Context: an optimization exercise on an open-source flow, tuned for small area. The choices shown serve that exercise and are no tape-out recipe. Function was checked by simulation only, so behaviour that the tests miss may differ from the original. Power is estimated from default activity; no workload was simulated.

Setup of P:
Design Scope_Overlay, start of the top module:
module Scope_Overlay(
    input clk,
    input rst,
    input [11:0] VGA_HORZ_COORD,
    input [11:0] VGA_VERT_COORD,
    input [1:0] Color_Scheme,
    input Axis_On,
    input Grid_On,
    input Tick_On,
    input Wave_On,
    input Menu_Sw,
    input [23:0] Clock_Time,
    input [3:0] vol,
    input Scrolling_Sw,
    input scroll_step,
    input Condition_For_Cursor,
    input Condition_For_Cursor_Menu,
    input Condition_For_Cursor_Border,
    input Condition_For_Cursor_Text1,
    input Condition_For_Cursor_Text2,
    output [3:0] VGA_Red_Grid,
    output [3:0] VGA_Green_Grid,
    output [3:0] VGA_Blue_Grid
    );
    wire [11:0] X = VGA_HORZ_COORD;
    wire [11:0] Y = VGA_VERT_COORD;
    wire [10:0] b = Y[11:1];
    reg [11:0] S;
    always @(posedge clk)
        if (rst | (scroll_step & (S == 12'd1090))) S <= 12'd3449;
        else if (scroll_step) S <= S + 12'd1;
    wire flag = S[11] | (S <= 12'd54);
    wire [11:0] S2 = S + (flag ? 12'd1036 : 12'd3394);
    wire [3:0] region0;
    wire [2:0] r;
    reg [6:0] rowdec_t;
    always @*
        case (b[8:0])
            9'd7: rowdec_t = 7'd8;
            9'd8: rowdec_t = 7'd9;
            9'd9: rowdec_t = 7'd10;
            9'd10: rowdec_t = 7'd11;
            9'd11: rowdec_t = 7'd12;
            9'd12: rowdec_t = 7'd13;
            9'd13: rowdec_t = 7'd14;
            9'd36: rowdec_t = 7'd16;
            9'd37: rowdec_t = 7'd17;
            9'd38: rowdec_t = 7'd18;
            9'd39: rowdec_t = 7'd19;
  ...
Size in the first run: roughly 1000 cells after synthesis, ~24 flip-flops, ~5200 um2 of cells after synthesis.
clock: 12.0 ns
lec_check: 0
abc_area: 1
cap_margin: 20
core_margin: 2
core_utilization: 55
gpl_timing_driven: 0
slew_margin: 20
standard.sh (not shown) runs the stock make flow with config.mk's settings and CLKGATE_MAP_FILE= SYNTH_SCRIPT=/design/flow/synth_recipe.tcl, a recipe that flattens the netlist after the stock synthesis.
==> flow/flow/run.sh <==
#!/bin/bash
# Own layout flow: the standard ORFS flow with two changes.
# 1. Synthesis: the ABC script runs a deeper logic optimisation (&deepsyn) and
#    maps with a delay target, and Yosys's adder extraction is skipped so that
#    ABC sees all of the logic. Registers, names, flattening and renaming are
#    those of the standard synthesis.
# 2. Port buffers are sky130_fd_sc_hd__buf_1 cells.
set -euo pipefail
W=$(pwd)
mkdir -p "$W/own_scripts"
cp -r "$FLOW_HOME/scripts/." "$W/own_scripts/"
cp "$W/flow/abc_area.script" "$W/own_scripts/abc_area.script"
bash "$W/standard.sh" finish SCRIPTS_DIR="$W/own_scripts" ADDER_MAP_FILE= \
    BUFFER_PORTS_ARGS="-buffer_cell sky130_fd_sc_hd__buf_1" > "$W/orfs_make.log" 2>&1
==> flow/flow/abc_area.script <==
strash
&get -n
&deepsyn -T 60
&put
dch
map -D 7000
topo
Here is what was changed in the inputs of Q compared with P.
==> flow/flow/abc_area.script <==
strash
dc2
&get -n
&deepsyn -T 300
&dch
&nf -R 1000
&put
topo
[summary]
To summarise Q: no stage aborted, but the layout did not pass its checks, failing on setup timing.
Q falls short of P in cell area.
Against P, Q reports a power share of the clock group that is lower.
Compared with P, Q degrades post-detailed-routing wire length.
Relative to P, register-to-register slack has gone down in Q.
NOTE total power P->Q increased by more than half
Of the two candidates, P has the better achievable frequency and Q the worse one.
In the flow results for P and Q, the area share of xor/xnor cells in the synthesized design is larger on Q.
Met2 layer usage reported by global route: Q vs P up 5.6 points
From P to Q the numbers moved as follows: largest incremental delay on the critical path shows an increase of 0.07 ns; area added between synthesis and finish saw an increase.

* * *

== oak ==
Scope_Overlay, a different RTL version from the one above (not shown whole).
For scale: roughly 18 flip-flops, about 80 I/O pins, ~0.0052 mm2 of cells after synthesis.
Design Scope_Overlay, start of the top module:
module Scope_Overlay(
    input clk,
    input rst,
    input [11:0] VGA_HORZ_COORD,
    input [11:0] VGA_VERT_COORD,
    input [1:0] Color_Scheme,
    input Axis_On,
    input Grid_On,
    input Tick_On,
    input Wave_On,
    input Menu_Sw,
    input [23:0] Clock_Time,
    input [3:0] vol,
    input Scrolling_Sw,
    input scroll_step,
    input Condition_For_Cursor,
    input Condition_For_Cursor_Menu,
    input Condition_For_Cursor_Border,
    input Condition_For_Cursor_Text1,
    input Condition_For_Cursor_Text2,
    output [3:0] VGA_Red_Grid,
    output [3:0] VGA_Green_Grid,
    output [3:0] VGA_Blue_Grid
    );
clock: 12.0 ns
lec_check: 0
abc_area: 1
cap_margin: 20
core_margin: 2
core_utilization: 55
gpl_timing_driven: 0
slew_margin: 20
==> flow/flow/run.sh <==
#!/bin/bash
# Own layout flow: the standard ORFS flow with two changes.
# 1. Synthesis: the ABC script runs a deeper logic optimisation (dc2, &deepsyn) and
#    maps with a delay target, and Yosys's adder extraction is skipped so that
#    ABC sees all of the logic. Registers, names, flattening and renaming are
#    those of the standard synthesis.
# 2. Port buffers are sky130_fd_sc_hd__buf_1 cells.
set -euo pipefail
W=$(pwd)
mkdir -p "$W/own_scripts"
cp -r "$FLOW_HOME/scripts/." "$W/own_scripts/"
cp "$W/flow/abc_area.script" "$W/own_scripts/abc_area.script"
bash "$W/standard.sh" finish SCRIPTS_DIR="$W/own_scripts" ADDER_MAP_FILE= \
    BUFFER_PORTS_ARGS="-buffer_cell sky130_fd_sc_hd__buf_1" > "$W/orfs_make.log" 2>&1
==> flow/flow/abc_area.script <==
strash
dc2
&get -n
&deepsyn -T 300
&put
dch
map -D 6000
topo
oak finished every step from synthesis to the final layout, and the layout passed the timing, DRC and antenna checks.
[inputs] pine vs oak
- CORE_UTILIZATION now 62, was 55
==> summary.txt <==
- Comparing oak and pine, the lower global-route usage over all layers is on oak.
- Between pine and oak, the setup clock skew after layout figures differ only marginally.
- Number of tap instances, oak and pine: lower on pine
- pine vs oak — maximum VDD drop dropped 0.0042 mV.
- Min portion of the layout cell area used by non-clock buffers across oak and pine: oak
- On I/O pin count, oak and pine are basically level.
- Against oak, fmax in pine came out worse.
- Against oak, pine comes in 0.032 ns higher on hold slack.
- Taking oak as the reference point, the number of cells on the worst reg-to-reg path of pine rises by 1.
- oak -> pine: number of global-route vias before repair increased by a few percent
Modified inputs, birch compared to pine
- CORE_UTILIZATION: 62 -> 55
==> flow/flow/abc_area.script <==
strash
dc2
&get -n
&deepsyn -T 600
&put
dch
map -D 6500
topo
## What came out
- Going from pine to birch, routing usage on met2 lost 9.9 points; floorplan die width increased by 5.8% relative to the old numbers.
- Compare birch and pine | height of the die lower: pine
- In birch relative to pine, finished layout cell area had gone up by a few percent.

* * *

Scope_Overlay again, from the RTL that the note above started with.
==> flow/config.mk <==
export PLATFORM = sky130hd
export DESIGN_NAME = Scope_Overlay
export DESIGN_NICKNAME = Scope_Overlay
export VERILOG_FILES = /design/flow/design.v
export SDC_FILE = /design/flow/constraint.sdc
export NUM_CORES = 4
export LEC_CHECK = 0
export ABC_AREA = 1
export CAP_MARGIN = 20
export CORE_MARGIN = 2
export CORE_UTILIZATION = 55
export GPL_TIMING_DRIVEN = 1
export SLEW_MARGIN = 20
==> flow/constraint.sdc <==
create_clock -name core_clock -period 12.0 [get_ports {clk}]
set_input_delay 2.4000 -clock core_clock [delete_from_list [all_inputs] [get_ports {clk}]]
set_output_delay 2.4000 -clock core_clock [all_outputs]
set_load 0.01 [all_outputs]
==> flow/flow/abc_area.script <==
strash
dc2
&get -n
&deepsyn -T 300
&put
dch
map -D 6000
topo
Scripts as last shown in full above: flow/flow/run.sh
The baseline went through all stages and came out clean.
Edit:
==> flow/flow/abc_area.script (replaced) <==
strash
dc2
&get -n
&deepsyn -T 300
&put
dch
map -D 6500
topo
- GPL_TIMING_DRIVEN: 1 -> 0
Outcome: Critical path depth goes up by 1. First-iteration DRC count drops by about 10%. Cell count decreases by 0.88%. Count of clock-buffer cells in the layout stays the same. Wire length came out lower by about 5.3%. Sequential power hardly moves. Design area increases by about 0.37%. Fmax went down by 0.96%. Setup slack loses 110 ps.

static timing again, ports no longer ideal:
In the flow no input, the clock included, has a driving cell. The finished layouts below were timed again as built, in two steps. Step 1 sets driving cells, clkbuf_16 on the clock port and buf_2 on the other inputs (assumed; they add their load-dependent delay and slew). Step 2 also shifts input and output timing later by t, the mid clock arrival at the registers, as if the neighbouring blocks saw the same clock. Slacks: ideal ports / drivers / drivers and shift; pairs: ideal ports / drivers.
run	shift t [ns]	setup WS [ns]	worst hold slack (ns)	slew at the worst register clock pin (ns)
P	0.302	0.576 / 0.582 / 0.280	0.539 / 0.539 / 0.539	0.09 / 0.09
Q	0.300	-0.033 / -0.050 / -0.351	0.553 / 0.553 / 0.553	0.08 / 0.08
oak	0.271	0.769 / 0.769 / 0.498	0.517 / 0.517 / 0.517	0.07 / 0.07
pine	0.279	0.716 / 0.717 / 0.438	0.550 / 0.550 / 0.550	0.07 / 0.07
birch	0.283	0.724 / 0.730 / 0.446	0.565 / 0.565 / 0.565	0.07 / 0.07
the first run of note 3	0.281	0.755 / 0.757 / 0.476	0.533 / 0.533 / 0.533	0.07 / 0.07
the second run of note 3	0.285	0.647 / 0.651 / 0.365	0.544 / 0.544 / 0.544	0.09 / 0.09
The setup slack of Q, which loses most, moves by -0.017 ns with the drivers and by -0.318 ns with both steps.
